This design comes from an exercise in tuning for small area on the open sky130 flow, not from production work. Only simulation tests tie the RTL to the original design; equivalence was not proved. Power is estimated from default activity; no workload was simulated.

==> design/flow/design.v <==
module rst_synch(RST_n, clk, rst_n);
input RST_n, clk;
output reg rst_n;
reg metastab;
always_ff @(negedge clk, negedge RST_n) begin
	if (!RST_n)
		metastab <= 1'b0;
	else
		metastab <= 1'b1;
end
always_ff @(negedge clk, negedge RST_n) begin
	if (!RST_n)
		rst_n <= 1'b0;
	else
		rst_n <= metastab;
end
endmodule
module rca #(parameter W = 8) (input [W-1:0] a, input [W-1:0] b, input ci,
                               output [W-1:0] s, output co);
    wire [W:0] c;
    assign c[0] = ci;
    genvar i;
    generate
        for (i = 0; i < W; i = i + 1) begin : g
            wire p = a[i] ^ b[i];
            assign s[i] = p ^ c[i];
            assign c[i+1] = (a[i] & b[i]) | (p & c[i]);
        end
    endgenerate
    assign co = c[W];
endmodule
module inc #(parameter W = 8) (input [W-1:0] a, input ci, output [W-1:0] s, output co);
    wire [W:0] c;
    assign c[0] = ci;
    genvar i;
    generate
        for (i = 0; i < W; i = i + 1) begin : g
            assign s[i] = a[i] ^ c[i];
            assign c[i+1] = a[i] & c[i];
        end
    endgenerate
    assign co = c[W];
endmodule
module ltc #(parameter W = 8) (input [W-1:0] a, input [W-1:0] b, input ci, output lt);
    wire [W:0] c;
    assign c[0] = ci;
    genvar i;
    generate
        for (i = 0; i < W; i = i + 1) begin : g
            assign c[i+1] = (~a[i] & b[i]) | (~a[i] & c[i]) | (b[i] & c[i]);
        end
    endgenerate
    assign lt = c[W];
endmodule
module SPI_mstr16 #(parameter RW = 8) (
    input  clk, rst_n,
    input  wrt,
    input  MISO,
    output SCLK,
    output SS_n,
    output done,
    output busy,
    output fin,                 
    output reg rx0,             
    output reg [RW-1:0] rd,     
    output [3:0] mosi_idx       
);
    reg [4:0] sclk_div;
    reg [3:0] q;
    reg bsy;
    assign SCLK = sclk_div[4];
    assign busy = bsy;
    assign done = ~bsy;
    wire smpl = bsy && (sclk_div == 5'd15);
    wire shft = bsy && (sclk_div == 5'd31);
    assign fin = bsy && (q == 4'd15) && (sclk_div == 5'd17);
    wire porch = (q == 4'd15) && sclk_div[4] && (sclk_div[3] || (&sclk_div[2:0]));
    assign SS_n = ~bsy | fin;
    wire [4:0] sclk_inc;
    wire [3:0] q_inc;
    inc #(5) u_s(.a(sclk_div), .ci(1'b1), .s(sclk_inc), .co());
    inc #(4) u_q(.a(q), .ci(1'b1), .s(q_inc), .co());
    always_ff @(posedge clk, negedge rst_n)
        if (!rst_n)
            sclk_div <= 5'd0;
        else if (wrt)
            sclk_div <= 5'b10111;
        else
            sclk_div <= sclk_inc;
    always_ff @(posedge clk, negedge rst_n)
        if (!rst_n)
            bsy <= 1'b0;
        else if (wrt)
            bsy <= 1'b1;
        else if (fin)
            bsy <= 1'b0;
    always_ff @(posedge clk)
        if (wrt)
            q <= 4'd15;
        else if (shft)
            q <= q_inc;
    always_ff @(posedge clk, negedge rst_n)
        if (!rst_n)
            rx0 <= 1'b0;
        else if (smpl && q == 4'd0)
            rx0 <= MISO;
    always_ff @(posedge clk)
        if (smpl)
            rd <= {rd[RW-2:0], MISO};
    assign mosi_idx = porch ? 4'd15 : ~q;
endmodule
module UART_rcv(clk, rst_n, RX, is_g, is_s);
    input clk, rst_n;
    input RX;
    output is_g, is_s;
    reg RX_meta, RX_stab;
    reg active;
    reg [3:0] rx_counter;
    reg [11:0] baud_counter;      
    reg mg, ms;
    always_ff @(posedge clk, negedge rst_n)
        if (!rst_n) begin
            RX_meta <= 1'b0;
            RX_stab <= 1'b0;
        end else begin
            RX_meta <= RX;
            RX_stab <= RX_meta;
        end
    localparam [11:0] LFSR_1302 = 12'h72d, LFSR_2604 = 12'h7ee;
    wire [11:0] baud_inc = {baud_counter[10:0],
                            ~(baud_counter[11] ^ baud_counter[10] ^ baud_counter[9] ^ baud_counter[3])};
    wire [3:0] rx_inc;
    inc #(4) u_r(.a(rx_counter), .ci(1'b1), .s(rx_inc), .co());
    wire start = ~active & ~RX_stab;
    wire shift = active & (baud_counter == LFSR_2604);
    wire fin   = active & ~shift & (rx_counter == 4'd10);
    always_ff @(posedge clk, negedge rst_n)
        if (!rst_n)
            active <= 1'b0;
        else if (start)
            active <= 1'b1;
        else if (fin)
            active <= 1'b0;
    always_ff @(posedge clk)
        if (start)
            baud_counter <= LFSR_1302;
        else if (shift)
            baud_counter <= 12'h000;
        else
            baud_counter <= baud_inc;
    always_ff @(posedge clk)
        if (start)
            rx_counter <= 4'h0;
        else if (shift)
            rx_counter <= rx_inc;
    reg pg, ps;
    always_comb begin
        pg = 1'b1; ps = 1'b1;
        case (rx_counter)
            4'd1: begin pg = 1'b1; ps = 1'b1; end
            4'd2: begin pg = 1'b1; ps = 1'b1; end
            4'd3: begin pg = 1'b1; ps = 1'b0; end
            4'd4: begin pg = 1'b0; ps = 1'b0; end
            4'd5: begin pg = 1'b0; ps = 1'b1; end
            4'd6: begin pg = 1'b1; ps = 1'b1; end
            4'd7: begin pg = 1'b1; ps = 1'b1; end
            4'd8: begin pg = 1'b0; ps = 1'b0; end
            default: begin pg = RX_stab; ps = RX_stab; end    
        endcase
    end
    always_ff @(posedge clk, negedge rst_n)
        if (!rst_n) begin
            mg <= 1'b0;
            ms <= 1'b0;
        end else if (start) begin
            mg <= 1'b1;
            ms <= 1'b1;
        end else if (shift) begin
            mg <= mg & (RX_stab == pg);
            ms <= ms & (RX_stab == ps);
        end
    assign is_g = ~active & mg;
    assign is_s = ~active & ms;
endmodule
module Auth_blk(clk, rst_n, RX, rider_off, pwr_up);
    input clk, rst_n;
    input RX, rider_off;
    output reg pwr_up;
    localparam [1:0] OFF = 2'd0, PWR1 = 2'd1, PWR2 = 2'd2;
    reg [1:0] state, next_state;
    wire g, s;
    UART_rcv rcv(.clk(clk), .rst_n(rst_n), .RX(RX), .is_g(g), .is_s(s));
    always_ff @(posedge clk, negedge rst_n)
        if (!rst_n)
            state <= OFF;
        else
            state <= next_state;
    always_comb begin
        next_state = PWR1;
        pwr_up = 1'b0;
        case (state)
            OFF:
                if (g) pwr_up = 1'b1;
                else next_state = OFF;
            PWR1:
                if (s) begin
                    if (rider_off) next_state = OFF;
                    else begin next_state = PWR2; pwr_up = 1'b1; end
                end else
                    pwr_up = 1'b1;
            PWR2:
                if (rider_off) next_state = OFF;
                else if (g) pwr_up = 1'b1;
                else begin next_state = PWR2; pwr_up = 1'b1; end
            default: ;
        endcase
    end
endmodule
module inertial_integrator(clk, rst_n, upd, ld_fus, ptch_rt, AZ, ptch);
    input clk, rst_n;
    input upd, ld_fus;
    input [15:0] ptch_rt, AZ;
    output [15:0] ptch;
    reg [26:0] ptch_int;
    reg fus;
    wire lt;
    wire [26:0] nxt;
    integ_comb u_c(.ptch_int(ptch_int), .ptch_rt(ptch_rt), .AZ(AZ), .fus(fus), .lt(lt), .nxt(nxt));
    always_ff @(posedge clk)
        if (ld_fus)
            fus <= lt;
    always_ff @(posedge clk, negedge rst_n)
        if (!rst_n)
            ptch_int <= 27'd0;
        else if (upd)
            ptch_int <= nxt;
    assign ptch = ptch_int[26:11];
endmodule
module integ_comb(input [26:0] ptch_int, input [15:0] ptch_rt, input [15:0] AZ, input fus,
                  output lt, output [26:0] nxt);
    wire [15:0] ptch = ptch_int[26:11];
    wire [8:0] azc_hi;
    wire [15:0] X;
    rca #(9) u_az3(.a(AZ[15:7]), .b(9'd3), .ci(1'b0), .s(azc_hi), .co());
    assign X = {azc_hi, AZ[6:0]};
    wire [18:0] Xe = {{3{X[15]}}, X};
    wire [18:0] X5, X7;
    rca #(19) u_x5b(.a({Xe[16:0], 2'b00}), .b(Xe), .ci(1'b0), .s(X5), .co());
    rca #(19) u_x7(.a({Xe[15:0], 3'b000}), .b(~Xe), .ci(1'b1), .s(X7), .co());
    wire [25:0] prod;
    rca #(26) u_pr(.a({X5[18], X5, 6'b0}), .b({{7{X7[18]}}, X7}), .ci(1'b0), .s(prod), .co());
    wire [15:0] acc = {{3{prod[25]}}, prod[25:13]};
    ltc #(16) u_cmp(.a({~ptch[15], ptch[14:0]}), .b({~acc[15], acc[14:0]}), .ci(1'b0), .lt(lt));
    wire [15:0] R;
    rca #(16) u_r(.a(ptch_rt), .b(16'hFC3E), .ci(1'b0), .s(R), .co());
    wire [26:0] B = ~{{11{R[15]}}, R};
    wire [16:0] T_hi;
    rca #(17) u_t(.a(B[26:10]), .b({17{~fus}}), .ci(fus), .s(T_hi), .co());
    rca #(27) u_n(.a(ptch_int), .b({T_hi, B[9:0]}), .ci(1'b1), .s(nxt), .co());
endmodule
module inert_intf(clk, rst_n, tmr_full, vld, vld_d, ptch, SS_n, SCLK, MOSI, MISO, INT);
    input clk, rst_n;
    input tmr_full;           
    output vld;               
    output reg vld_d;         
    output [15:0] ptch;       
    output SS_n, SCLK, MOSI;
    input MISO;
    input INT;
    localparam [3:0] INIT1 = 4'd0, INIT2 = 4'd1, INIT3 = 4'd2, INIT4 = 4'd3,
                     CHECK = 4'd4, READ1 = 4'd5, READ2 = 4'd6, READ3 = 4'd7,
                     READ4 = 4'd8, VALID = 4'd9;
    reg [3:0] state, nxt_state;
    wire done, busy, rx0;
    wire [7:0] rd;
    wire [3:0] idx;
    reg wrt;
    SPI_mstr16 #(.RW(8)) mstr(.clk(clk), .rst_n(rst_n), .wrt(wrt), .MISO(MISO),
                    .SCLK(SCLK), .SS_n(SS_n), .done(done), .busy(busy), .fin(),
                    .rx0(rx0), .rd(rd), .mosi_idx(idx));
    reg [15:0] cmd;
    always_comb
        case (state)
            INIT2:   cmd = 16'h0D02;
            INIT3:   cmd = 16'h1053;
            INIT4:   cmd = 16'h1150;
            READ2:   cmd = 16'hA200;
            READ3:   cmd = 16'hA300;
            READ4:   cmd = 16'hAC00;
            VALID:   cmd = 16'hAD00;
            default: cmd = 16'h1460;    
        endcase
    assign MOSI = busy ? cmd[idx] : rx0;
    reg INT_meta, INT_stab;
    always_ff @(posedge clk, negedge rst_n)
        if (!rst_n) begin
            INT_meta <= 1'b0;
            INT_stab <= 1'b0;
        end else begin
            INT_meta <= INT;
            INT_stab <= INT_meta;
        end
    always_ff @(posedge clk, negedge rst_n)
        if (!rst_n)
            vld_d <= 1'b0;
        else
            vld_d <= vld;
    always_ff @(posedge clk, negedge rst_n)
        if (!rst_n)
            state <= INIT1;
        else
            state <= nxt_state;
    always_comb begin
        nxt_state = state;
        wrt = 1'b0;
        case (state)
            INIT1: if (tmr_full) begin wrt = 1'b1; nxt_state = INIT2; end
            INIT2: if (done) begin wrt = 1'b1; nxt_state = INIT3; end
            INIT3: if (done) begin wrt = 1'b1; nxt_state = INIT4; end
            INIT4: if (done) begin wrt = 1'b1; nxt_state = CHECK; end
            CHECK: if (INT_stab) nxt_state = READ1;
            READ1: if (done) begin wrt = 1'b1; nxt_state = READ2; end
            READ2: if (done) begin wrt = 1'b1; nxt_state = READ3; end
            READ3: if (done) begin wrt = 1'b1; nxt_state = READ4; end
            READ4: if (done) begin wrt = 1'b1; nxt_state = VALID; end
            VALID: if (done) nxt_state = CHECK;
            default: nxt_state = INIT1;
        endcase
    end
    assign vld = (state == VALID) && done;
    reg [7:0] ptch_h, ptch_l, AZ_h;
    always_ff @(posedge clk) begin
        if (state == READ2 && done) ptch_l <= rd;
        if (state == READ3 && done) ptch_h <= rd;
    end
    always_ff @(posedge clk, negedge rst_n)
        if (!rst_n)
            AZ_h <= 8'h00;
        else if (vld_d)
            AZ_h <= rd;
    inertial_integrator integ(.clk(clk), .rst_n(rst_n), .upd(vld_d),
                              .ld_fus(state == READ4 && done),
                              .ptch_rt({ptch_h, ptch_l}), .AZ({AZ_h, rd}), .ptch(ptch));
endmodule
module balance_cntrl(clk, rst_n, vld, ptch, ld_cell_diff, lft_spd, lft_rev,
                     rght_spd, rght_rev, rider_off, en_steer, pwr_up, too_fast);
    input clk, rst_n;
    input vld;                         
    input [15:0] ptch;                 
    input [8:0] ld_cell_diff;          
    input rider_off;
    input en_steer;
    input pwr_up;
    output [10:0] lft_spd, rght_spd;
    output lft_rev, rght_rev;
    output too_fast;
    reg [17:0] ptch_I_term;
    reg [9:0] ptch_err_tmp, prev_ptch_err;
    reg clr_d;
    reg [15:0] lft_torque, rght_torque;
    wire [9:0] e;
    wire [17:0] integral;
    wire ov;
    wire [15:0] pid;
    pid_comb u_p(.ptch(ptch), .ptch_I_term(ptch_I_term), .prev_ptch_err(prev_ptch_err),
                 .e(e), .integral(integral), .ov(ov), .pid(pid));
    wire [15:0] lt_n, rt_n;
    trq_comb u_t(.pid(pid), .steer(en_steer), .diff(ld_cell_diff), .lft(lt_n), .rght(rt_n));
    always_ff @(posedge clk) begin
        lft_torque <= lt_n;
        rght_torque <= rt_n;
    end
    wire [10:0] lspd, rspd;
    shape sl(.t(lft_torque), .spd(lspd), .rev(lft_rev));
    shape sr(.t(rght_torque), .spd(rspd), .rev(rght_rev));
    assign lft_spd = lspd & {11{pwr_up}};
    assign rght_spd = rspd & {11{pwr_up}};
    assign too_fast = pwr_up & ((lspd > 11'd1536) | (rspd > 11'd1536));
    always_ff @(posedge clk, negedge rst_n)
        if (!rst_n)
            clr_d <= 1'b1;
        else
            clr_d <= ~pwr_up | rider_off;
    always_ff @(posedge clk)
        if (clr_d)
            ptch_I_term <= 18'h00000;
        else if (vld & ~ov)
            ptch_I_term <= integral;
    always_ff @(posedge clk, negedge rst_n)
        if (!rst_n) begin
            ptch_err_tmp <= 10'h000;
            prev_ptch_err <= 10'h000;
        end else if (vld) begin
            ptch_err_tmp <= e;
            prev_ptch_err <= ptch_err_tmp;
        end
endmodule
module pid_comb(input [15:0] ptch, input [17:0] ptch_I_term, input [9:0] prev_ptch_err,
                output [9:0] e, output [17:0] integral, output ov, output [15:0] pid);
    assign e = ptch[15] ? (&ptch[14:9] ? ptch[9:0] : 10'h200)
                        : (|ptch[14:9] ? 10'h1ff : {1'b0, ptch[8:0]});
    rca #(18) u_i(.a({{8{e[9]}}, e}), .b(ptch_I_term), .ci(1'b0), .s(integral), .co());
    assign ov = (e[9] & ptch_I_term[17] & ~integral[17]) |
                (~e[9] & ~ptch_I_term[17] & integral[17]);
    wire [9:0] dd;
    rca #(10) u_d(.a(e), .b(~prev_ptch_err), .ci(1'b1), .s(dd), .co());
    wire [6:0] ds = dd[9] ? (&dd[8:6] ? dd[6:0] : 7'h40)
                          : (|dd[8:6] ? 7'h3f : {1'b0, dd[5:0]});
    wire [12:0] ee = {{3{e[9]}}, e};
    wire [12:0] e7;
    rca #(13) u_e7(.a({ee[9:0], 3'b000}), .b(~ee), .ci(1'b1), .s(e7), .co());
    wire [9:0] dse = {{3{ds[6]}}, ds};
    wire [9:0] d5;
    rca #(10) u_d5(.a({dse[7:0], 2'b00}), .b(dse), .ci(1'b0), .s(d5), .co());
    wire [14:0] pd;
    rca #(15) u_pd(.a({{2{e7[12]}}, e7}), .b({{4{d5[9]}}, d5, 1'b0}), .ci(1'b0), .s(pd), .co());
    rca #(16) u_pid(.a({pd, 1'b0}), .b(ptch_I_term[17:2]), .ci(1'b0), .s(pid), .co());
endmodule
module trq_comb(input [15:0] pid, input steer, input [8:0] diff,
                output [15:0] lft, output [15:0] rght);
    wire [15:0] s = steer ? {{7{diff[8]}}, diff} : 16'h0000;
    rca #(16) u_l(.a(pid), .b(~s), .ci(1'b1), .s(lft), .co());
    rca #(16) u_r(.a(pid), .b(s), .ci(1'b0), .s(rght), .co());
endmodule
module shape(input [15:0] t, output [10:0] spd, output rev);
    wire neg = t[15];
    wire [15:0] x = t ^ {16{neg}};            
    wire lowt = ~|x[15:7] & ((x[6:0] < 7'd69) | ((x[6:0] == 7'd69) & ~neg));
    wire hit  = |x[15:11] | (x[10:0] > 11'd1067) | ((x[10:0] == 11'd1067) & neg);
    wire [6:0] a7;
    inc #(7) u_a(.a(x[6:0]), .ci(neg), .s(a7), .co());
    wire [10:0] A = lowt ? {a7, 4'b0000} : x[10:0];
    wire [10:0] B = lowt ? ~{4'b0000, a7} : 11'd980;
    wire [10:0] m;
    rca #(11) u_m(.a(A), .b(B), .ci(lowt | neg), .s(m), .co());
    assign spd = hit ? 11'h7ff : m;
    assign rev = neg ? (t >= 16'd33748) : (t >= 16'd31788);
endmodule
module steer_en(clk, rst_n, lft_e, rght_e, en_steer, rider_off, ld_cell_diff);
    input clk, rst_n;
    input [11:0] lft_e, rght_e;
    output reg en_steer;
    output reg rider_off;
    output reg [8:0] ld_cell_diff;   
    localparam [1:0] IDLE = 2'd0, WAIT = 2'd1, STEER_EN = 2'd2;
    reg [1:0] state, nxt_state;
    reg [15:0] timer_cnt;         
    reg clr_tmr;
    wire gt8_n, gt16_n, sgt_n, slt_n;
    wire [8:0] diff_n;
    steer_comb u_c(.lft_ld(lft_e), .rght_ld(rght_e), .ld_cell_diff(diff_n),
                   .diff_gt_eigth(gt8_n), .diff_gt_15_16(gt16_n),
                   .sum_gt_min(sgt_n), .sum_lt_min(slt_n));
    reg diff_gt_eigth, diff_gt_15_16, sum_gt_min, sum_lt_min;
    always_ff @(posedge clk, negedge rst_n)
        if (!rst_n) begin
            diff_gt_eigth <= 1'b0;    
            diff_gt_15_16 <= 1'b0;
            sum_gt_min <= 1'b0;
            sum_lt_min <= 1'b1;
        end else begin
            diff_gt_eigth <= gt8_n;
            diff_gt_15_16 <= gt16_n;
            sum_gt_min <= sgt_n;
            sum_lt_min <= slt_n;
        end
    always_ff @(posedge clk)
        ld_cell_diff <= diff_n;
    wire tmr_full = (timer_cnt == 16'hd577);
    wire [15:0] tmr_inc = {timer_cnt[14:0],
                           ~(timer_cnt[15] ^ timer_cnt[14] ^ timer_cnt[12] ^ timer_cnt[3])};
    always_ff @(posedge clk)
        timer_cnt <= clr_tmr ? 16'd0 : tmr_inc;
    always_ff @(posedge clk, negedge rst_n)
        if (!rst_n)
            state <= IDLE;
        else
            state <= nxt_state;
    always_comb begin
        en_steer = 1'b0;
        clr_tmr = 1'b0;
        rider_off = 1'b0;
        nxt_state = IDLE;
        case (state)
            IDLE:
                if (sum_gt_min) begin
                    nxt_state = WAIT;
                    clr_tmr = 1'b1;
                end else
                    rider_off = 1'b1;
            WAIT:
                if (!sum_gt_min)
                    rider_off = 1'b1;
                else if (diff_gt_eigth) begin
                    nxt_state = WAIT;
                    clr_tmr = 1'b1;
                end else if (tmr_full) begin
                    nxt_state = STEER_EN;
                    en_steer = 1'b1;
                end else
                    nxt_state = WAIT;
            STEER_EN:
                if (sum_lt_min)
                    rider_off = 1'b1;
                else if (diff_gt_15_16) begin
                    nxt_state = WAIT;
                    clr_tmr = 1'b1;
                end else begin
                    en_steer = 1'b1;
                    nxt_state = STEER_EN;
                end
            default: ;
        endcase
    end
endmodule
module steer_comb(input [11:0] lft_ld, input [11:0] rght_ld, output [8:0] ld_cell_diff,
                  output diff_gt_eigth, output diff_gt_15_16, output sum_gt_min, output sum_lt_min);
    wire [12:0] ld_sum;
    rca #(12) u_s(.a(lft_ld), .b(rght_ld), .ci(1'b0), .s(ld_sum[11:0]), .co(ld_sum[12]));
    wire [11:0] d;
    wire ge;                                    
    rca #(12) u_d(.a(lft_ld), .b(~rght_ld), .ci(1'b1), .s(d), .co(ge));
    assign ld_cell_diff = d[11:3];
    wire neg = ~ge;
    wire [11:0] x = d ^ {12{neg}};
    wire gt8;
    ltc #(12) u_c8(.a({2'b00, ld_sum[12:3]}), .b(x), .ci(neg), .lt(gt8));
    assign diff_gt_eigth = gt8;
    wire [11:0] mn = neg ? lft_ld : rght_ld;
    wire le16;
    ltc #(9) u_c16(.a({mn[7:0], 1'b1}), .b(ld_sum[12:4]), .ci(1'b1), .lt(le16));
    assign diff_gt_15_16 = ~|mn[11:8] & le16;
    assign sum_gt_min = ld_sum > 13'h220;
    assign sum_lt_min = ld_sum < 13'h1e0;
endmodule
module PWM11(clk, rst_n, cnt, duty, PWM_sig);
    input clk, rst_n;
    input [10:0] cnt;
    input [10:0] duty;
    output reg PWM_sig;
    wire R;    
    wire lt;
    ltc #(11) u_c(.a(cnt), .b(duty), .ci(1'b0), .lt(lt));
    assign R = ~lt;
    always_ff @(posedge clk, negedge rst_n)
        if (!rst_n)
            PWM_sig <= 1'b0;
        else if (R)
            PWM_sig <= 1'b0;
        else if (cnt == 11'd0)
            PWM_sig <= 1'b1;
endmodule
module mtr_drv(clk, rst_n, lft_spd, lft_rev, PWM_rev_lft, PWM_frwrd_lft, rght_spd, rght_rev, PWM_rev_rght, PWM_frwrd_rght);
    input clk, rst_n;
    input [10:0] lft_spd, rght_spd;
    input lft_rev, rght_rev;
    output PWM_rev_lft, PWM_frwrd_lft;
    output PWM_rev_rght, PWM_frwrd_rght;
    reg [10:0] cnt;
    wire lft_sig, rght_sig;
    wire [10:0] cnt_inc;
    inc #(11) u_i(.a(cnt), .ci(1'b1), .s(cnt_inc), .co());
    always_ff @(posedge clk, negedge rst_n)
        if (!rst_n)
            cnt <= 11'd0;
        else
            cnt <= cnt_inc;
    PWM11 lft(.clk(clk), .rst_n(rst_n), .cnt(cnt), .duty(lft_spd), .PWM_sig(lft_sig));
    PWM11 rght(.clk(clk), .rst_n(rst_n), .cnt(cnt), .duty(rght_spd), .PWM_sig(rght_sig));
    assign PWM_rev_lft = lft_rev & lft_sig;
    assign PWM_frwrd_lft = ~lft_rev & lft_sig;
    assign PWM_rev_rght = rght_rev & rght_sig;
    assign PWM_frwrd_rght = ~rght_rev & rght_sig;
endmodule
module A2D_intf(clk, rst_n, nxt, lft_e, rght_e, batt_low, SS_n, SCLK, MOSI, MISO);
    input clk, rst_n;
    input nxt;
    output reg [11:0] lft_e, rght_e;
    output reg batt_low;
    input MISO;
    output MOSI, SCLK, SS_n;
    localparam [1:0] IDLE = 2'd0, WRITE = 2'd1, UPDATE = 2'd2, READ = 2'd3;
    reg [1:0] state, nxt_state;
    reg [1:0] count;
    reg wrt, update;
    wire done, busy, fin, rx0;
    wire [11:0] rd;
    wire [3:0] idx;
    SPI_mstr16 #(.RW(12)) master(.clk(clk), .rst_n(rst_n), .wrt(wrt), .MISO(MISO),
                    .SCLK(SCLK), .SS_n(SS_n), .done(done), .busy(busy), .fin(fin),
                    .rx0(rx0), .rd(rd), .mosi_idx(idx));
    assign MOSI = busy ? ((idx == 4'd13) & (count != 2'd0)) | ((idx == 4'd11) & (count == 2'd2))
                       : rx0;
    always_ff @(posedge clk, negedge rst_n)
        if (!rst_n)
            count <= 2'b00;
        else if (update)
            count <= (count == 2'b10) ? 2'b00 : count + 2'd1;
    always_ff @(posedge clk, negedge rst_n)
        if (!rst_n)
            lft_e <= 12'h000;
        else if (state == READ && fin && count == 2'd0)
            lft_e <= rd;
    always_ff @(posedge clk, negedge rst_n)
        if (!rst_n)
            rght_e <= 12'h000;
        else if (state == READ && fin && count == 2'd1)
            rght_e <= rd;
    always_ff @(posedge clk, negedge rst_n)
        if (!rst_n)
            batt_low <= 1'b1;
        else if (update && count[1])
            batt_low <= (rd <= 12'h800);
    always_ff @(posedge clk, negedge rst_n)
        if (!rst_n)
            state <= IDLE;
        else
            state <= nxt_state;
    always_comb begin
        update = 1'b0;
        wrt = 1'b0;
        nxt_state = state;
        case (state)
            IDLE:   if (nxt) begin wrt = 1'b1; nxt_state = WRITE; end
            WRITE:  if (done) nxt_state = UPDATE;
            UPDATE: begin wrt = 1'b1; nxt_state = READ; end
            READ:   if (done) begin update = 1'b1; nxt_state = IDLE; end
        endcase
    end
endmodule
module piezo(clk, rst_n, norm_mode, ovr_spd, batt_low, sound, sound_n, tmr_full);
    input clk, rst_n;
    input norm_mode, ovr_spd, batt_low;
    output reg sound;
    output sound_n;
    output tmr_full;
    reg [12:0] lo;                   
    reg [13:0] hi;                   
    assign sound_n = ~sound;
    wire lo_top = (lo == 13'h1000);
    wire wrap = (hi == 14'h2faf) && (lo == 13'h0ca3);      
    assign tmr_full = lo_top & (&hi[2:0]);                   
    wire lo_fb = lo[12] ^ lo[3] ^ lo[2] ^ lo[0] ^ ~|lo[11:0];
    wire [13:0] hi_inc;
    inc #(14) u_i(.a(hi), .ci(lo_top), .s(hi_inc), .co());
    always_ff @(posedge clk, negedge rst_n)
        if (!rst_n) begin
            lo <= 13'd0;
            hi <= 14'd0;
        end else if (wrap) begin
            lo <= 13'd0;
            hi <= 14'd0;
        end else begin
            lo <= {lo[11:0], lo_fb};
            hi <= hi_inc;
        end
    wire [26:13] count = hi;
    wire S_norm = norm_mode & (count[26:22] == 5'b00001) & !count[16];
    wire R_norm = !norm_mode | (count[26:22] != 5'b00001) | count[16];
    wire S_ovr  = ovr_spd & !count[13] & count[19];
    wire R_ovr  = !ovr_spd | count[13];
    wire batt_win = (count[26:25] == 2'b00) & (count[23:22] == 2'b01);
    wire S_batt = batt_low & !count[15] & batt_win;
    wire R_batt = !batt_low | count[15];
    wire S = (S_norm & !ovr_spd & !batt_low) | (S_ovr & !(batt_win & batt_low)) | S_batt;
    wire R = R_norm & R_ovr & R_batt;
    always_ff @(posedge clk, negedge rst_n)
        if (!rst_n)
            sound <= 1'b0;
        else if (R)
            sound <= 1'b0;
        else if (S)
            sound <= 1'b1;
endmodule
module Segway(clk,RST_n,LED,INERT_SS_n,INERT_MOSI,
              INERT_SCLK,INERT_MISO,A2D_SS_n,A2D_MOSI,A2D_SCLK,
              A2D_MISO,PWM_rev_rght,PWM_frwrd_rght,PWM_rev_lft,
              PWM_frwrd_lft,piezo_n,piezo,INT,RX);
    input clk,RST_n;
    input INERT_MISO;
    input A2D_MISO;
    input INT;
    input RX;
    output [7:0] LED;
    output A2D_SS_n, INERT_SS_n;
    output A2D_MOSI, INERT_MOSI;
    output A2D_SCLK, INERT_SCLK;
    output PWM_rev_rght, PWM_frwrd_rght;
    output PWM_rev_lft, PWM_frwrd_lft;
    output piezo_n,piezo;
    wire rst_n;
    wire pwr_up;
    wire [11:0] lft_e, rght_e;            
    wire batt_low;
    wire [15:0] ptch;
    wire vld, vld_d;                       
    wire tmr_full;
    wire en_steer, rider_off;
    wire [8:0] ld_cell_diff;
    wire [10:0] lft_spd, rght_spd;
    wire lft_rev, rght_rev;
    wire too_fast;
    assign LED = 8'h00;
    Auth_blk iAUTH(.clk(clk), .rst_n(rst_n), .RX(RX), .rider_off(rider_off), .pwr_up(pwr_up));
    inert_intf iININT(.clk(clk), .rst_n(rst_n), .tmr_full(tmr_full), .INT(INT),
                      .vld(vld), .vld_d(vld_d), .ptch(ptch),
                      .SS_n(INERT_SS_n), .SCLK(INERT_SCLK), .MOSI(INERT_MOSI), .MISO(INERT_MISO));
    balance_cntrl iBAL(.clk(clk), .rst_n(rst_n), .vld(vld_d), .ptch(ptch), .rider_off(rider_off),
                       .en_steer(en_steer), .pwr_up(pwr_up), .ld_cell_diff(ld_cell_diff),
                       .too_fast(too_fast), .lft_spd(lft_spd), .lft_rev(lft_rev),
                       .rght_spd(rght_spd), .rght_rev(rght_rev));
    steer_en iSTEER(.clk(clk), .rst_n(rst_n), .lft_e(lft_e), .rght_e(rght_e),
                    .en_steer(en_steer), .rider_off(rider_off), .ld_cell_diff(ld_cell_diff));
    mtr_drv iMTR(.clk(clk), .rst_n(rst_n), .lft_spd(lft_spd), .lft_rev(lft_rev),
                 .rght_spd(rght_spd), .rght_rev(rght_rev),
                 .PWM_rev_lft(PWM_rev_lft), .PWM_frwrd_lft(PWM_frwrd_lft),
                 .PWM_rev_rght(PWM_rev_rght), .PWM_frwrd_rght(PWM_frwrd_rght));
    A2D_intf iA2DINT(.clk(clk), .rst_n(rst_n), .nxt(vld),
                     .lft_e(lft_e), .rght_e(rght_e), .batt_low(batt_low),
                     .SS_n(A2D_SS_n), .SCLK(A2D_SCLK), .MOSI(A2D_MOSI), .MISO(A2D_MISO));
    piezo iSPKR(.clk(clk), .rst_n(rst_n), .norm_mode(pwr_up), .ovr_spd(too_fast), .batt_low(batt_low),
                .sound(piezo), .sound_n(piezo_n), .tmr_full(tmr_full));
    rst_synch iRST(.clk(clk), .RST_n(RST_n), .rst_n(rst_n));
endmodule
==> design/flow/run.sh <==
#!/bin/bash
# synth_recipe.tcl (not shown) runs the flow's synth.tcl, then flattens the netlist and writes it again
# the make line also repeats each setting of config.mk as NAME=value (left out here)
make -C /OpenROAD-flow-scripts/flow DESIGN_CONFIG=/design/flow/config.mk WORK_HOME=/design/flow/orfs CLKGATE_MAP_FILE= SYNTH_SCRIPT=/design/flow/synth_recipe.tcl finish
==> design/flow/config.mk <==
export PLATFORM = sky130hd
export DESIGN_NAME = Segway
export DESIGN_NICKNAME = Segway
export VERILOG_FILES = /design/flow/design.v
export SDC_FILE = /design/flow/constraint.sdc
export NUM_CORES = 4
export LEC_CHECK = 0
export CAP_MARGIN = 20
export CORE_MARGIN = 2
export CORE_UTILIZATION = 75
export CTS_BUF_LIST = sky130_fd_sc_hd__clkbuf_8
export CTS_CLUSTER_DIAMETER = 60
export CTS_CLUSTER_SIZE = 16
export SLEW_MARGIN = 20
==> design/flow/constraint.sdc <==
create_clock -name core_clock -period 12.0 [get_ports {clk}]
set_input_delay 2.4000 -clock core_clock [delete_from_list [all_inputs] [get_ports {clk}]]
set_output_delay 2.4000 -clock core_clock [all_outputs]
set_load 0.01 [all_outputs]
==> results of run 1 <==
area by class of cell:
type,count,area (um^2)
Clock inverter,21,200.2
Clock buffer,31,426.7
Fill cell,1507,4672
Inverter,265,994.7
Timing Repair Buffer,35,317.8
Tap cell,330,412.9
Sequential cell,297,7133
Multi-Input combinational cell,1206,11170
synthesized netlist by cell type (14+ instances only):
library cell / n / share of area [%]
sky130_fd_sc_hd__nand4_1: 14 / 0.45
sky130_fd_sc_hd__nand2_1: 105 / 2.0
sky130_fd_sc_hd__a21oi_1: 92 / 2.4
sky130_fd_sc_hd__mux2i_1: 40 / 2.1
sky130_fd_sc_hd__dfxtp_1: 98 / 10
sky130_fd_sc_hd__o21ai_0: 67 / 1.7
sky130_fd_sc_hd__xnor2_1: 38 / 1.7
sky130_fd_sc_hd__fa_1: 193 / 20
sky130_fd_sc_hd__ha_1: 130 / 8.3
sky130_fd_sc_hd__clkbuf_1: 48 / 0.92
sky130_fd_sc_hd__edfxtp_1: 37 / 5.7
sky130_fd_sc_hd__inv_1: 262 / 5.0
sky130_fd_sc_hd__nand3_1: 25 / 0.64
sky130_fd_sc_hd__and2_1: 30 / 0.96
sky130_fd_sc_hd__mux2_2: 45 / 2.6
sky130_fd_sc_hd__nand2b_1: 16 / 0.51
sky130_fd_sc_hd__nor2b_1: 35 / 1.1
sky130_fd_sc_hd__xor2_1: 27 / 1.2
sky130_fd_sc_hd__dfrtp_1: 157 / 20
sky130_fd_sc_hd__nor3_1: 25 / 0.64
sky130_fd_sc_hd__nor2_1: 109 / 2.1
state kept, by name, indices dropped and copies added (netlist names), 10 cells and up:
signal                  cells
iA2DINT.rght_e             12
iA2DINT.lft_e              12
iAUTH.rcv.baud_counter     12
iBAL.ptch_I_term           18
iMTR.cnt                   11
iSPKR.lo                   13
iBAL.lft_torque            16
iBAL.ptch_err_tmp          10
iA2DINT.master.rd          12
iSTEER.timer_cnt           16
iBAL.prev_ptch_err         10
iSPKR.hi                   14
iININT.integ.ptch_int      27
iBAL.rght_torque           15
metal layers:
metal  track usage [%]  wire (um)
met5                 0          0
met4             7.115        762
met3             4.396       1957
met2             50.08      18930
met1             39.02      16140
cell families after synthesis:
group                    count (synthesis)  share of synthesized area, %
adder cells (fa/ha/maj)                336                         28.88
other                                    2                       0.03854
flip-flops                             297                         36.59
multiplexers                            86                         4.732
XOR/XNOR                                65                         2.922
AO/OA/AOI/OAI                          287                         9.381
buffers and inverters                  328                         6.517
AND/OR/NAND/NOR                        423                         10.93
placed cells by master (no fill, tap or decap), drive strengths merged, types with 10 or more instances in the layout:
cell type	netlist	final
a211oi	10	10
nand2	105	105
edfxtp	37	37
a21o	10	10
inv	262	278
nor2	109	109
clkdlybuf4s50	0	17
and2	32	32
o21ai	68	68
nor3	26	26
nand3	25	25
xor2	27	27
maj3	13	13
buf	15	18
ha	130	130
clkbuf	48	31
xnor2	38	38
nor4	11	11
fa	193	193
nand2b	16	16
mux2	46	46
dfxtp	98	98
dfrtp	157	157
nor2b	35	35
nand4	14	14
mux2i	40	40
a21oi	92	92
o21a	13	13
power by group:
part / internal, mW / leakage (nW) / switching, mW
combinational: 0.0331 / 5.87 / 0.0421
clock: 0.297 / 0.353 / 0.373
sequential: 1.03 / 3.28 / 0.0155
worst reg2reg max path, delay by kind of cell (launching register included):
| kind | cells | cell delay (ns) |
|---|---|---|
| AOI/OAI and AO/OA | 4 | 0.78 |
| xor gates and xnor gates | 3 | 0.46 |
| adders and majority gates | 23 | 9.26 |
| buffers and inverters | 4 | 0.41 |
| DFF | 1 | 0.40 |
| and+or+nand+nor | 1 | 0.18 |
metrics by stage:
stage               cell area, um^2  util, %  setup WS, ns
floorplan                     19520        -       0.08040
global placement              19940    78.75        0.1523
detailed placement            19940    78.75       -0.2167
CTS                           20590    81.31       0.07241
global route                  20650    81.55      -0.07391
finish                        20650    81.55        0.3875
final timing paths:
path | start | endpoint | slack (ns) | cells after the start
worst max-delay path | iININT.integ.ptch_int[25] | iBAL.lft_torque[15] | 0.39 | 35
worst min-delay path | iRST.metastab | iRST.rst_n | 0.31 | 0
worst max register to register | iININT.integ.ptch_int[25] | iBAL.lft_torque[15] | 0.39 | 35
worst min register to register | iRST.metastab | iRST.rst_n | 0.31 | 0
max in group asynchronous | RST_n | iRST.metastab | 3.96 | 1
min in group asynchronous | iRST.rst_n | iA2DINT.rght_e[4] | 6.38 | 1
what timing repair did:
item                                    in CTS  in global routing
endpoints found under the setup margin       4                  5
pin swaps                                    1                  4
buffers inserted                             1                  3
hold endpoints to repair                     0                  0
resized for setup                            5                 12
==> implementation parameters, run 1 <==
Parameter                              Value

Outcome
  Run status  no timing/DRC/antenna violations

Setup path
  Critical Path Most Common Cell    sky130_fd_sc_hd__fa_1
  Critical path's slowest cell    sky130_fd_sc_hd__fa_1
  Kind of capture point of the worst setup path    flip-flop
  Top cell family by delay on the critical path    adder cells
  Worst Path Buf+Inv    4
  Setup CP Type    reg -> reg
  Kind of start point of the critical path    flip-flop
  Data required, critical path    approximately 12 ns
  Data arrival time of the critical path    between 10 and 15 ns
  Delay of the slowest cell on the worst path    approximately 0.60 ns
  Peak fanout along the critical path    8

Yosys
  Mean area per synthesized cell    approximately 11 um^2
  Number of warnings issued by yosys    13
  Number of different library cells in the post-synthesis netlist    between 80 and 90
  Sequential-to-total area share from yosys stat    between 30% and 40%
  Fraction of synthesis flops using an asynchronous set or reset pin    54.55%
  Number of cells produced by synthesis    between 1500 and 2000
  Leading register cell type out of synthesis    sky130_fd_sc_hd__dfrtp_1
  Count of state elements after synthesis    a little under 300
  Netlist area before placement    slightly below 20000 um^2
  Number of enable flip-flop cells after synthesis    37

Clock tree
  Hold Buf Count CTS    0
  CTS buffer count    28
  CTS H-tree lvls    1
  Clock tree from TritonCTS    built
  Clock latency of the later-clocked register in the worst-skew pair    between 0.5 and 0.6 ns
  Reg clk slew, reported paths    roughly 0.10 ns
  Clock root cell    sky130_fd_sc_hd__clkbuf_8
  Sink count of the clock tree    approximately 300
  Maximum buffer depth of the clock tree    3

Place
  Number of buffers inserted by port buffering    17
  Estimated wirelength of the detail-placed design    28.31 mm
  Number of instances in the placed design    between 2000 and 2500
  Final GP Congestion    approximately 0.86

Drt
  Number of design rule violations left after detail routing    0
  Number of iterations in the first detailed-routing pass    6
  Initial DRC count    865
  Post-detailed-routing wire length    37.80 mm
  Remaining number of nets flagged by the antenna check after routing    0
  Average vias per placed instance    5.884
  Number of vias after detailed routing    between 10000 and 15000
  Routed length per instance    roughly 17 um

Layout
  Non-Filler Instances    between 2000 and 2500
  Fraction of layout instances using a drive strength above 1    7.817%
  Ant. Diodes    0
  Layout Area Growth over Synthesis    5.997%
  Total number of nets in the final design    roughly 2200

Global routing
  Vias in the first global route    13260
  Number of antenna violations at the first check in global routing    0
  Overflow after GRT    0
  Largest net degree at the start of global routing    roughly 160
  First-pass GRT wire length    ~63 mm
  Global routing usage summed across all routing layers    approximately 29%

Timing
  Highest attainable clock frequency    between 0.08 and 0.09 GHz
  Fin Setup TNS    0 ns
  Smallest hold slack    ~0.31 ns
  Worst slew margin relative to its limit    around 24%
  Worst-margin pin slew    approximately 1.1 ns
  Portion of the clock cycle consumed by the worst path in the final layout    around 97%
  Fin. Hold Viols    0
  Fin. max-slew vios    0
  Layout Skew    ~0.052 ns
  # setup viols final    0
  Final critical path time including I/O delays and setup    11.61 ns

Power
  Power per Cell Area    around 87 nW/um^2
  Worst supply voltage drop on vdd    around 90 uV
  Leakage    ~9.5 nW
  Power consumption    roughly 1.8 mW

Min path
  Min-Delay Path Class    reg -> reg

Floorplan
  Placeable Area    around 25000 um^2
  Die outline width    about 170 um
  Effective utilization at floorplan    between 70 and 80%
  Std cell rows    58
  # IOs    26
  Overall die height    165.2 um
  Full die area    ~27000 um^2

Flow run
  Number of max-cap violations    0
==> run 2, diff against run 1 <==
--- a/design/flow/config.mk
+++ b/design/flow/config.mk
@@ -7,8 +7,8 @@
 export LEC_CHECK = 0
 export CAP_MARGIN = 20
 export CORE_MARGIN = 2
-export CORE_UTILIZATION = 75
+export CORE_UTILIZATION = 70
 export CTS_BUF_LIST = sky130_fd_sc_hd__clkbuf_8
 export CTS_CLUSTER_DIAMETER = 60
-export CTS_CLUSTER_SIZE = 16
+export CTS_CLUSTER_SIZE = 20
 export SLEW_MARGIN = 20
==> run 2 against run 1 <==
Clock power barely moved. Hold slack worse by 0.010 ns. Clock-buffer cell count decreased by 4. Worst setup slack gained 0.086 ns. Maximum frequency is 0.75% higher. Sequential cell count stayed put. Die area grew 7.0%. Critical path depth increased by 1. First-iteration DRC count decreased by 18%. Routed wire length is 4.7% lower. Synthesized cell count unchanged. Clock skew up 0.018 ns. Largest power group unchanged.
==> implementation parameters, run 2 <==
Parameter                              Value

Drt
  Remaining number of nets flagged by the antenna check after routing    0 (unchanged)
  Max Used Layer    met4
  Initial DRC count    711 (-18%)
  Number of design rule violations left after detail routing    0 (unchanged)
  Number of iterations in the first detailed-routing pass    5 (-1)
  Average vias per placed instance    5.628 (-4.4%)
  Number of vias after detailed routing    12580 (-2.1%)
  Post-detailed-routing wire length    36.03 mm (-4.7%)
  Met1 Routed Length    16.38 mm (+1.5%)
  Amount of wire on met2 after detailed routing    17.81 mm (-5.9%)
  Routed length per instance    16.11 um (-6.9%)
  Met3 routed wirelength    1.254 mm (-36%)

Yosys
  Area leader, netlist    sky130_fd_sc_hd__dfrtp_1
  Count of state elements after synthesis    297 (unchanged)
  Number of warnings issued by yosys    13 (unchanged)
  Commonest cells post-synth    sky130_fd_sc_hd__inv_1, sky130_fd_sc_hd__fa_1, sky130_fd_sc_hd__dfrtp_1
  Combinational family with the most area after synthesis    adder cells
  Number of enable flip-flop cells after synthesis    37 (unchanged)
  Fraction of synthesis flops using an asynchronous set or reset pin    54.55% (unchanged)
  Netlist area before placement    19490 um^2 (unchanged)
  Synthesized-area fraction occupied by and/or/nand/nor cells    10.93% (unchanged)
  Adder-cell area share of the yosys netlist    28.88% (unchanged)
  Portion of synthesized cell area occupied by the leading cell type    20.16% (unchanged)
  Mean area per synthesized cell    10.68 um^2 (unchanged)
  Sequential-to-total area share from yosys stat    36.59% (unchanged)
  Leading register cell type out of synthesis    sky130_fd_sc_hd__dfrtp_1
  Number of different library cells in the post-synthesis netlist    83 (unchanged)
  Number of cells produced by synthesis    1824 (unchanged)
  Most common cell in the netlist    sky130_fd_sc_hd__inv_1
  Portion of netlist area occupied by mux cells    4.732% (unchanged)
  Synth top area cells    sky130_fd_sc_hd__dfrtp_1, sky130_fd_sc_hd__fa_1, sky130_fd_sc_hd__dfxtp_1
  Area fraction in compound gates after synthesis    9.381% (unchanged)
  Share of the synthesized netlist area taken by xor and xnor gates    2.922% (unchanged)

Layout
  Max FFs per register    27 (unchanged)
  Layout Area Growth over Synthesis    6.607%
  Most common cell after layout, fill and taps aside    sky130_fd_sc_hd__inv_1
  Area taken by multi-input logic gates    11190 um^2 (+0.19%)
  Commonest cells after routing, fill and taps aside    sky130_fd_sc_hd__inv_1, sky130_fd_sc_hd__fa_1, sky130_fd_sc_hd__dfrtp_1
  Storage cell area    7133 um^2 (unchanged)
  Regs by FF count    iININT.integ.ptch_int x27, iBAL.ptch_I_term x18
  Non-Filler Instances    2236 (+2.3%)
  Layout Cell Area excl Fill    20770 um^2 (+0.58%)
  Fraction of layout instances using a drive strength above 1    8.342% (+0.53 points)
  Ant. Diodes    0 (unchanged)
  Core occupancy in the finished layout    75.19% (-6.4 points)
  Most flops, register    iININT.integ.ptch_int
  Total number of nets in the final design    2167 (+0.23%)
  FILL cells    1937 (+29%)

Timing
  Fin. max-slew vios    0 (unchanged)
  Layout Skew    0.07032 ns (+0.01784 ns)
  Portion of the clock cycle consumed by the worst path in the final layout    96.05% (-0.72 points)
  Fin. Hold Viols    0 (unchanged)
  # setup viols final    0 (unchanged)
  Highest attainable clock frequency    0.08676 GHz (+0.75%)
  Worst slew margin relative to its limit    28.13% (+3.7 points)
  Final worst slack    0.4736 ns (+0.08609 ns)
  Final critical path time including I/O delays and setup    11.53 ns (-0.08609 ns)
  Worst-margin pin slew    1.070 ns (-0.05555 ns)

Outcome
  Run status  no timing/DRC/antenna violations

Power
  Leakage    9.515 nW (about the same)
  Comb power frac    4.2% (about the same)
  Sequential group share of total power    58.5% (about the same)
  Worst supply voltage drop on vdd    97.20 uV (+7.5%)
  Power per Cell Area    86.47 nW/um^2 (-0.54%)
  Internal power    1.348 mW (-1.2%)
  Fraction of power consumed by the clock network    37.4% (about the same)
  Proportion of total power due to net switching    24.93% (+0.96 points)
  Net switching power of the design    0.4479 mW (+4.0%)

Floorplan
  Placeable Area    27630 um^2 (+9.1%)
  # IOs    26 (unchanged)
  Overall die height    170.8 um (+3.4%)
  Die outline width    170.8 um (+3.4%)
  Full die area    29190 um^2 (+7.0%)
  Effective utilization at floorplan    70.53% (-6.4 points)
  Std cell rows    61 (+5.2%)

Clock tree
  Sink count of the clock tree    297 (unchanged)
  CTS H-tree lvls    1 (unchanged)
  Maximum buffer depth of the clock tree    3 (unchanged)
  Clock root cell    sky130_fd_sc_hd__clkbuf_8
  Clock latency of the later-clocked register in the worst-skew pair    0.60 ns (about the same)
  CTS buffer count    27 (-3.6%)
  Clock tree from TritonCTS    built
  Reg clk slew, reported paths    0.11 ns (about the same)

Setup path
  Critical path's slowest cell    sky130_fd_sc_hd__fa_1
  Peak fanout along the critical path    4 (-4)
  Data required, critical path    12.49 ns (about the same)
  Critical Path Most Common Cell    sky130_fd_sc_hd__fa_1
  Delay of the slowest cell on the worst path    0.59 ns (about the same)
  Kind of start point of the critical path    flip-flop
  Kind of capture point of the worst setup path    flip-flop
  Data arrival time of the critical path    12.01 ns (-0.08 ns)
  Setup CP Type    reg -> reg

Global routing
  Number of antenna violations at the first check in global routing    0 (unchanged)
  Vias in the first global route    12780 (-3.6%)
  Global routing usage summed across all routing layers    26.04% (-2.9 points)
  Largest net degree at the start of global routing    161 (unchanged)
  First-pass GRT wire length    61.35 mm (-2.6%)
  Overflow after GRT    0 (unchanged)

Place
  Placed Instance Area    20020 um^2 (+0.38%)
  Estimated wirelength of the detail-placed design    27.67 mm (-2.2%)
  Number of buffers inserted by port buffering    17 (unchanged)
  Number of instances in the placed design    2179 (+2.3%)
  Final GP Congestion    0.8552 (-0.82%)
  Pre-CTS setup slack    -0.1526 ns (+0.06404 ns)

Min path
  Min-Delay Path Class    reg -> reg

Flow run
  Number of max-cap violations    0 (unchanged)
==> run 2: repair_timing <==
| action | 4_1_cts | 5_1_grt |
|---|---|---|
| buffers inserted | 0 | 8 |
| setup endpoints to repair | 3 | 5 |
| endpoints found under the hold margin | 0 | 0 |
| gates resized for setup | 5 | 17 |
| pin swaps | 0 | 5 |
| hold buffers | 0 | 0 |
| cloned | 0 | 0 |
==> run 2: critical path, delay by kind of cell (launching register included) <==
family | cells | cell delay, ns
adders and majority gates | 23 | 9.30
AOI/OAI and AO/OA | 4 | 0.76
buffers and inverters | 6 | 0.51
DFF | 1 | 0.42
xor gates and xnor gates | 2 | 0.27
and+or+nand+nor | 1 | 0.18
==> run 2: cell families (layout without fill, tap and decap cells) <==
logic type      after synthesis  in the layout
simple gates                423            423
fa+ha+maj                   336            336
buf+inv                     328            355
flops                       297            297
compound gates              287            287
mux                          86             86
xor+xnor                     65             65
other cells                   2              9
==> run 2: layer usage <==
metal	vias up	GRT usage (%)
li1	6078	-
met1	6243	36.64
met2	218	44.68
met3	45	2.706
met4	0	5.232
met5	-	0
==> run 2: metrics by stage <==
stage / power, mW / TNS [ns] / hold slack [ns]
2_1_floorplan: 1.126 / 0 / 0.2917
3_3_place_gp: 1.144 / 0 / 0.2926
3_5_place_dp: 1.147 / -0.3076 / 0.3009
4_1_cts: 1.818 / 0 / 0.3017
5_1_grt: 1.863 / -0.01007 / 0.3084
6_report: 1.796 / 0 / 0.2996
==> run 2: cell type report <==
type,instances,share of cell area [%]
Clock buffer,27,1.789
Multi-Input combinational cell,1206,53.87
Sequential cell,297,34.34
Tap cell,378,2.277
Inverter,265,4.788
Timing Repair Buffer,41,1.765
Clock inverter,22,1.174
==> run 2: power groups by stage <==
stage | registers (mW) | logic, mW | clock network [mW]
2_1_floorplan | 1.07 | 0.0524 | 0
3_3_place_gp | 1.07 | 0.0737 | 0
3_5_place_dp | 1.07 | 0.0755 | 0
4_1_cts | 1.05 | 0.0761 | 0.692
5_1_grt | 1.05 | 0.0849 | 0.725
6_report | 1.05 | 0.0746 | 0.671
==> run 2: final timing paths <==
path,startpoint,to,slack (ns),cells past startpoint
worst min register to register,iRST.metastab,iRST.rst_n,0.30,0
worst min-delay path,iRST.metastab,iRST.rst_n,0.30,0
min in group asynchronous,iRST.rst_n,iA2DINT.master.rx0,6.41,1
worst max register to register,iININT.integ.ptch_int[20],iBAL.rght_torque[14],0.47,36
max in group asynchronous,RST_n,iRST.metastab,3.94,1
worst max-delay path,iININT.integ.ptch_int[20],iBAL.rght_torque[14],0.47,36
==> run 3, diff against run 2 <==
--- a/design/flow/config.mk
+++ b/design/flow/config.mk
@@ -10,5 +10,7 @@
 export CORE_UTILIZATION = 70
 export CTS_BUF_LIST = sky130_fd_sc_hd__clkbuf_8
 export CTS_CLUSTER_DIAMETER = 60
-export CTS_CLUSTER_SIZE = 20
+export CTS_CLUSTER_SIZE = 16
+export GPL_ROUTABILITY_DRIVEN = 0
+export GPL_TIMING_DRIVEN = 0
 export SLEW_MARGIN = 20
==> run 3 against run 2 <==
Largest power group unchanged. Clock power is 5.7% higher. Sequential cell count stayed put. Utilization is 1.7 points higher. Maximum frequency is 0.40% higher. Power is 2.8% higher. Cell count is 3.0% higher. Critical path type unchanged. Die area stayed put. Hold slack better by 0.0011 ns.
==> implementation parameters, run 3 <==
Parameter                              Value

Outcome
  Run status  no timing/DRC/antenna violations

Drt
  Routed length per instance    16.24 um (+0.80%)
  Number of vias after detailed routing    12990 (+3.2%)
  Post-detailed-routing wire length    37.40 mm (+3.8%)
  Number of iterations in the first detailed-routing pass    5 (unchanged)
  Remaining number of nets flagged by the antenna check after routing    0 (unchanged)
  Number of design rule violations left after detail routing    0 (unchanged)
  Initial DRC count    742 (+4.4%)
  Average vias per placed instance    5.639 (+0.19%)

Clock tree
  Maximum buffer depth of the clock tree    3 (unchanged)
  Clock latency of the later-clocked register in the worst-skew pair    0.62 ns (+0.02 ns)
  Reg clk slew, reported paths    0.09 ns (-0.02 ns)
  CTS H-tree lvls    1 (unchanged)
  Clock root cell    sky130_fd_sc_hd__clkbuf_8
  Clock tree from TritonCTS    built
  Sink count of the clock tree    297 (unchanged)
  CTS buffer count    31 (+15%)

Yosys
  Portion of synthesized cell area occupied by the leading cell type    20.16% (unchanged)
  Fraction of synthesis flops using an asynchronous set or reset pin    54.55% (unchanged)
  Number of enable flip-flop cells after synthesis    37 (unchanged)
  Number of cells produced by synthesis    1824 (unchanged)
  Number of different library cells in the post-synthesis netlist    83 (unchanged)
  Synth top area cells    sky130_fd_sc_hd__dfrtp_1, sky130_fd_sc_hd__fa_1, sky130_fd_sc_hd__dfxtp_1
  Mean area per synthesized cell    10.68 um^2 (unchanged)
  Count of state elements after synthesis    297 (unchanged)
  Sequential-to-total area share from yosys stat    36.59% (unchanged)
  Most common cell in the netlist    sky130_fd_sc_hd__inv_1
  Leading register cell type out of synthesis    sky130_fd_sc_hd__dfrtp_1
  Area leader, netlist    sky130_fd_sc_hd__dfrtp_1
  Netlist area before placement    19490 um^2 (unchanged)
  Commonest cells post-synth    sky130_fd_sc_hd__inv_1, sky130_fd_sc_hd__fa_1, sky130_fd_sc_hd__dfrtp_1
  Number of warnings issued by yosys    13 (unchanged)

Min path
  Min-Delay Path Class    reg -> reg
  Hold path cells    0 (unchanged)
  Hold EP    iRST.rst_n
  Min-Delay Startpoint    iRST.metastab

Setup path
  Data arrival time of the critical path    11.97 ns (-0.04 ns)
  Kind of start point of the critical path    flip-flop
  Kind of capture point of the worst setup path    flip-flop
  Peak fanout along the critical path    6 (+2)
  Critical path's slowest cell    sky130_fd_sc_hd__fa_2
  Length in cells of the worst reg-to-reg path    34 (-5.6%)
  Setup CP Type    reg -> reg
  R2R Path Start    iININT.integ.ptch_int[20]
  Delay of the slowest cell on the worst path    0.62 ns (+0.03 ns)
  Reg2Reg Capture Point    iBAL.lft_torque[15]
  Data required, critical path    12.49 ns (about the same)
  Critical Path Most Common Cell    sky130_fd_sc_hd__fa_1
  Worst reg2reg setup slack    0.52 ns (+0.05 ns)

Place
  Estimated wirelength of the detail-placed design    28.96 mm (+4.6%)
  Number of buffers inserted by port buffering    17 (unchanged)

Timing
  Smallest hold slack    0.3007 ns (+0.001094 ns)
  Final critical path time including I/O delays and setup    11.48 ns (-0.04613 ns)
  RSZ-0062 raised after global routing    false
  Worst-margin pin slew    1.052 ns (-0.01746 ns)
  Worst slew margin relative to its limit    29.30% (+1.2 points)
  Fin. Hold Viols    0 (unchanged)
  Fin. max-slew vios    0 (unchanged)
  Portion of the clock cycle consumed by the worst path in the final layout    95.67% (-0.38 points)
  # setup viols final    0 (unchanged)
  Layout Skew    0.05154 ns (-0.01878 ns)
  Highest attainable clock frequency    0.08711 GHz (+0.40%)

Floorplan
  Die outline width    170.8 um (unchanged)
  Full die area    29190 um^2 (unchanged)
  Overall die height    170.8 um (unchanged)
  Std cell rows    61 (unchanged)
  # IOs    26 (unchanged)
  Placeable Area    27630 um^2 (unchanged)
  Effective utilization at floorplan    70.53% (unchanged)

Layout
  Layout Area Growth over Synthesis    9.060%
  Fraction of layout instances using a drive strength above 1    9.195% (+0.85 points)
  Commonest cells after routing, fill and taps aside    sky130_fd_sc_hd__inv_1, sky130_fd_sc_hd__fa_1, sky130_fd_sc_hd__dfrtp_1
  Ant. Diodes    0 (unchanged)
  Regs by FF count    iININT.integ.ptch_int x27, iBAL.ptch_I_term x18
  Total number of nets in the final design    2229 (+2.9%)
  Max FFs per register    27 (unchanged)
  Most common cell after layout, fill and taps aside    sky130_fd_sc_hd__inv_1
  Most flops, register    iININT.integ.ptch_int

Power
  Power per Cell Area    86.86 nW/um^2 (+0.45%)
  Power consumption    1.846 mW (+2.8%)
  Worst supply voltage drop on vdd    94.08 uV (-3.2%)
  Leakage    9.707 nW (+2.0%)

Global routing
  Vias in the first global route    13570 (+6.2%)
  Number of antenna violations at the first check in global routing    0 (unchanged)
  First-pass GRT wire length    64.57 mm (+5.2%)
  Overflow after GRT    0 (unchanged)
  Largest net degree at the start of global routing    18 (-89%)
  Global routing usage summed across all routing layers    27.42% (+1.4 points)

Flow run
  Number of max-cap violations    0 (unchanged)
==> run 3: cell types whose count changed in the layout (fill, tap and decap cells not counted), sizes merged <==
cell      before  now
clkbuf        27   78
clkinvlp       1    4
inv          273  272
buf           24   35
clkinv        11   14
==> run 3: cells by family (layout without fill, tap and decap cells) <==
group / after synthesis / in the layout / synth area share [%]
compound gates: 287 / 287 / 9.381
xor+xnor: 65 / 65 / 2.922
fa+ha+maj: 336 / 336 / 28.88
buf+inv: 328 / 422 / 6.517
flops: 297 / 297 / 36.59
mux: 86 / 86 / 4.732
other cells: 2 / 9 / 0.03854
simple gates: 423 / 423 / 10.93
==> run 3: area by class of cell <==
| type | instances | area (um^2) |
|---|---|---|
| buffer | 62 | 271.5 |
| clock buffer | 31 | 426.7 |
| clock inverter | 27 | 252.7 |
| fill | 1935 | 6377 |
| inverter | 265 | 994.7 |
| multi-input combinational | 1206 | 11250 |
| sequential | 297 | 7131 |
| tap | 378 | 473.0 |
| timing repair buffer | 37 | 456.7 |
==> run 3: stage by stage <==
step | instance area [um^2] | setup slack, ns | TNS, ns | utilization, % | std cells
after floorplan | 19520 | 0.08040 | 0 | - | 1831
after global placement | 20160 | -0.9299 | -143.99 | 72.97 | 2226
after detailed placement | 20380 | -1.011 | -4.884 | 73.77 | 2237
after CTS | 21190 | 0.03519 | 0 | 76.68 | 2303
after global routing | 21250 | 0.03197 | 0 | 76.92 | 2303
final | 21250 | 0.5198 | 0 | 76.92 | 2303
==> run 3: critical path: cells and delay by family (launching register included) <==
family                   cells  cell delay [ns]
XOR/XNOR                     1             0.15
AND/OR/NAND/NOR              1             0.16
adder cells (fa/ha/maj)     24             9.64
AO/OA/AOI/OAI                4             0.66
buffers and inverters        4             0.37
flip-flops                   1             0.37
==> run 3: worst max-delay path by stage <==
stage | startpoint | to | slack [ns] | cells after the start
2_1_floorplan | iININT.integ.ptch_int[26] | iBAL.rght_torque[15] | 0.08 | 32
3_3_place_gp | iRST.rst_n | iSPKR.hi[10] | -0.93 | 0
3_5_place_dp | iININT.integ.ptch_int[26] | iBAL.rght_torque[15] | -1.01 | 33
4_1_cts | iININT.integ.ptch_int[25] | iBAL.rght_torque[15] | 0.04 | 35
5_1_grt | iININT.integ.ptch_int[25] | iBAL.rght_torque[15] | 0.03 | 36
6_report | iININT.integ.ptch_int[20] | iBAL.lft_torque[15] | 0.52 | 34
==> run 3: where the power goes <==
group          leakage [nW]  switching, mW  internal (mW)
logic                  6.07         0.0455         0.0420
clock network         0.350          0.401          0.308
registers              3.29         0.0144           1.03
total                  9.71          0.461           1.38
==> run 3: timing repair <==
action                                  in CTS  in global routing
pin swaps                                    4                  2
gates cloned                                 0                  0
endpoints found under the setup margin       8                  4
setup buffers                                9                  0
hold buffers                                 0                  0
gates resized for setup                     15                 16
==> run 3: routing by layer <==
metal | GRT usage [%] | part of all wire (%) | vias to the layer above | wire [um]
li1 | - | - | 6219 | -
met1 | 36.93 | 44 | 6455 | 16280
met2 | 48.37 | 51 | 243 | 19070
met3 | 3.077 | 3.4 | 69 | 1265
met4 | 6.264 | 2.1 | 0 | 786
met5 | 0 | 0 | - | 0
==> run 4, diff against run 3 <==
--- a/design/flow/config.mk
+++ b/design/flow/config.mk
@@ -7,10 +7,8 @@
 export LEC_CHECK = 0
 export CAP_MARGIN = 20
 export CORE_MARGIN = 2
-export CORE_UTILIZATION = 70
+export CORE_UTILIZATION = 60
 export CTS_BUF_LIST = sky130_fd_sc_hd__clkbuf_8
 export CTS_CLUSTER_DIAMETER = 60
 export CTS_CLUSTER_SIZE = 16
-export GPL_ROUTABILITY_DRIVEN = 0
-export GPL_TIMING_DRIVEN = 0
 export SLEW_MARGIN = 20
==> run 4 against run 3 <==
Maximum frequency up 0.15%. Critical path type unchanged. Hold slack improved by 0.0012 ns. Critical endpoint is now iBAL.rght_torque[15]. Cell count shrank 0.17%. Largest cell class unchanged.
==> implementation parameters, run 4 <==
Parameter                              Value

Power
  Leakage    9.522 nW (-1.9%)
  Power per Cell Area    86.95 nW/um^2 (+0.11%)
  Worst supply voltage drop on vdd    82.65 uV (-12%)

Layout
  Fraction of layout instances using a drive strength above 1    8.266% (-0.93 points)
  FILL cells    2543 (+31%)
  Commonest cells after routing, fill and taps aside    sky130_fd_sc_hd__inv_1, sky130_fd_sc_hd__fa_1, sky130_fd_sc_hd__dfrtp_1
  Most flops, register    iININT.integ.ptch_int
  Max FFs per register    27 (unchanged)
  Total number of nets in the final design    2168 (-2.7%)
  Core occupancy in the finished layout    65.53% (-11 points)
  Storage cell area    7132 um^2 (about the same)
  Regs by FF count    iININT.integ.ptch_int x27, iBAL.ptch_I_term x18

Setup path
  Length in cells of the worst reg-to-reg path    32 (-5.9%)
  Kind of start point of the critical path    flip-flop
  Data required, critical path    12.50 ns (about the same)
  Worst reg2reg setup slack    0.54 ns (+0.02 ns)
  Reg2Reg Capture Point    iBAL.rght_torque[15]
  Peak fanout along the critical path    6 (unchanged)
  Delay of the slowest cell on the worst path    0.58 ns (-0.04 ns)
  Setup CP Type    reg -> reg
  Critical Path Most Common Cell    sky130_fd_sc_hd__fa_1
  R2R Path Start    iININT.integ.ptch_int[21]
  Critical path's slowest cell    sky130_fd_sc_hd__fa_2

Drt
  Post-detailed-routing wire length    35.94 mm (-3.9%)
  Number of vias after detailed routing    12530 (-3.5%)
  Routed length per instance    15.63 um (-3.7%)
  Average vias per placed instance    5.450 (-3.3%)
  Initial DRC count    499 (-33%)
  Number of iterations in the first detailed-routing pass    6 (+1)

Clock tree
  Sink count of the clock tree    297 (unchanged)
  Clock latency of the later-clocked register in the worst-skew pair    0.62 ns (about the same)
  Hold Buf Count CTS    0 (unchanged)
  Maximum buffer depth of the clock tree    3 (unchanged)
  Reg clk slew, reported paths    0.09 ns (about the same)

Floorplan
  Placeable Area    31800 um^2 (+15%)
  Std cell rows    65 (+6.6%)
  Die outline width    184.2 um (+7.8%)
  Full die area    33940 um^2 (+16%)
  # IOs    26 (unchanged)
  Effective utilization at floorplan    61.28% (-9.2 points)

Yosys
  Number of cells produced by synthesis    1824 (unchanged)
  Netlist area before placement    19490 um^2 (unchanged)
  Most common cell in the netlist    sky130_fd_sc_hd__inv_1
  Commonest cells post-synth    sky130_fd_sc_hd__inv_1, sky130_fd_sc_hd__fa_1, sky130_fd_sc_hd__dfrtp_1
  Share of the synthesized netlist area taken by xor and xnor gates    2.922% (unchanged)
  Fraction of synthesis flops using an asynchronous set or reset pin    54.55% (unchanged)
  Portion of synthesized cell area occupied by the leading cell type    20.16% (unchanged)
  Number of different library cells in the post-synthesis netlist    83 (unchanged)
  Area leader, netlist    sky130_fd_sc_hd__dfrtp_1
  Portion of netlist area occupied by mux cells    4.732% (unchanged)
  Adder-cell area share of the yosys netlist    28.88% (unchanged)
  Leading register cell type out of synthesis    sky130_fd_sc_hd__dfrtp_1

Min path
  Min-Delay Startpoint    iRST.metastab
  Hold path cells    0 (unchanged)
  Hold EP    iRST.rst_n

Timing
  Portion of the clock cycle consumed by the worst path in the final layout    95.52% (-0.15 points)
  Final critical path time including I/O delays and setup    11.46 ns (-0.01777 ns)
  Fin. max-slew vios    0 (unchanged)
  Fin Setup TNS    0 ns (unchanged)
  # setup viols final    0 (unchanged)
  RSZ-0062 raised after global routing    false
  Worst-margin pin slew    1.050 ns (-0.002707 ns)
  Layout Skew    0.05725 ns (+0.005712 ns)
  Highest attainable clock frequency    0.08724 GHz (+0.15%)

Global routing
  Number of antenna violations at the first check in global routing    0 (unchanged)
  Vias in the first global route    12890 (-5.0%)
  Overflow after GRT    0 (unchanged)

Place
  Estimated wirelength of the detail-placed design    27.58 mm (-4.8%)
  Number of buffers inserted by port buffering    17 (unchanged)

Flow run
  Number of max-cap violations    0 (unchanged)

Outcome
  Run status  no timing/DRC/antenna violations
-- run 4: critical path: cells and delay by family (launching register included) --
| family | cells | cell delay (ns) |
|---|---|---|
| adder cells (fa/ha/maj) | 24 | 9.63 |
| AND/OR/NAND/NOR | 1 | 0.20 |
| buffers and inverters | 2 | 0.15 |
| XOR/XNOR | 1 | 0.13 |
| AO/OA/AOI/OAI | 4 | 0.83 |
| flip-flops | 1 | 0.41 |
-- run 4: layout make-up --
type | count | share of cell area, %
antenna | 1 | 0.01201
clock buffer | 32 | 2.114
clock inverter | 24 | 1.051
inverter | 265 | 4.774
multi-input combinational | 1206 | 53.58
sequential | 297 | 34.23
tap | 435 | 2.612
timing repair buffer | 39 | 1.627
-- run 4: kinds of logic (layout without fill, tap and decap cells) --
logic type	after synthesis	in the layout
other	2	10
flip-flops	297	297
buffers and inverters	328	360
AND/OR/NAND/NOR	423	423
AO/OA/AOI/OAI	287	287
adder cells (fa/ha/maj)	336	336
XOR/XNOR	65	65
multiplexers	86	86
-- run 4: how the worst max path moves through the flow --
stage | startpoint | endpoint | slack [ns] | cells past startpoint
6_report | iININT.integ.ptch_int[21] | iBAL.rght_torque[15] | 0.54 | 32
5_1_grt | iININT.integ.ptch_int[21] | iBAL.rght_torque[15] | 0.007 | 34
4_1_cts | iININT.integ.ptch_int[21] | iBAL.rght_torque[15] | 0.08 | 32
3_5_place_dp | iININT.integ.ptch_int[21] | iBAL.rght_torque[15] | -0.04 | 32
3_3_place_gp | iININT.integ.ptch_int[21] | iBAL.rght_torque[15] | 0.11 | 32
2_1_floorplan | iININT.integ.ptch_int[26] | iBAL.rght_torque[15] | 0.08 | 32
-- run 4: stage by stage --
step | power, mW | instances | area (um^2)
2_1_floorplan | 1.126 | 1831 | 19520
3_3_place_gp | 1.145 | 2239 | 20100
3_5_place_dp | 1.147 | 2239 | 20100
4_1_cts | 1.840 | 2295 | 20760
5_1_grt | 1.891 | 2298 | 20840
6_report | 1.812 | 2299 | 20840
-- run 4: timing repair --
item / in CTS / in global routing
setup endpoints to repair: 2 / 5
endpoints found under the hold margin: 0 / 0
setup buffers: 0 / 3
resized for setup: 1 / 15
pin swaps: 0 / 5
-- run 4: metal layers --
| layer | GRT usage, % | routed length (um) | share of wire, % | vias to the layer above |
|---|---|---|---|---|
| li1 | - | - | - | 6071 |
| met4 | 4.864 | 726 | 2.0 | 0 |
| met3 | 2.470 | 1092 | 3.0 | 43 |
| met2 | 38.32 | 17000 | 47 | 180 |
| met1 | 32.23 | 17120 | 48 | 6236 |
| met5 | 0 | 0 | 0 | - |
-- run 4: power by group --
group          internal (mW)  total (mW)  leakage [nW]  switching [mW]
clock network          0.293       0.688         0.353           0.395
logic                 0.0331      0.0745          5.88          0.0414
registers               1.03        1.05          3.28          0.0144
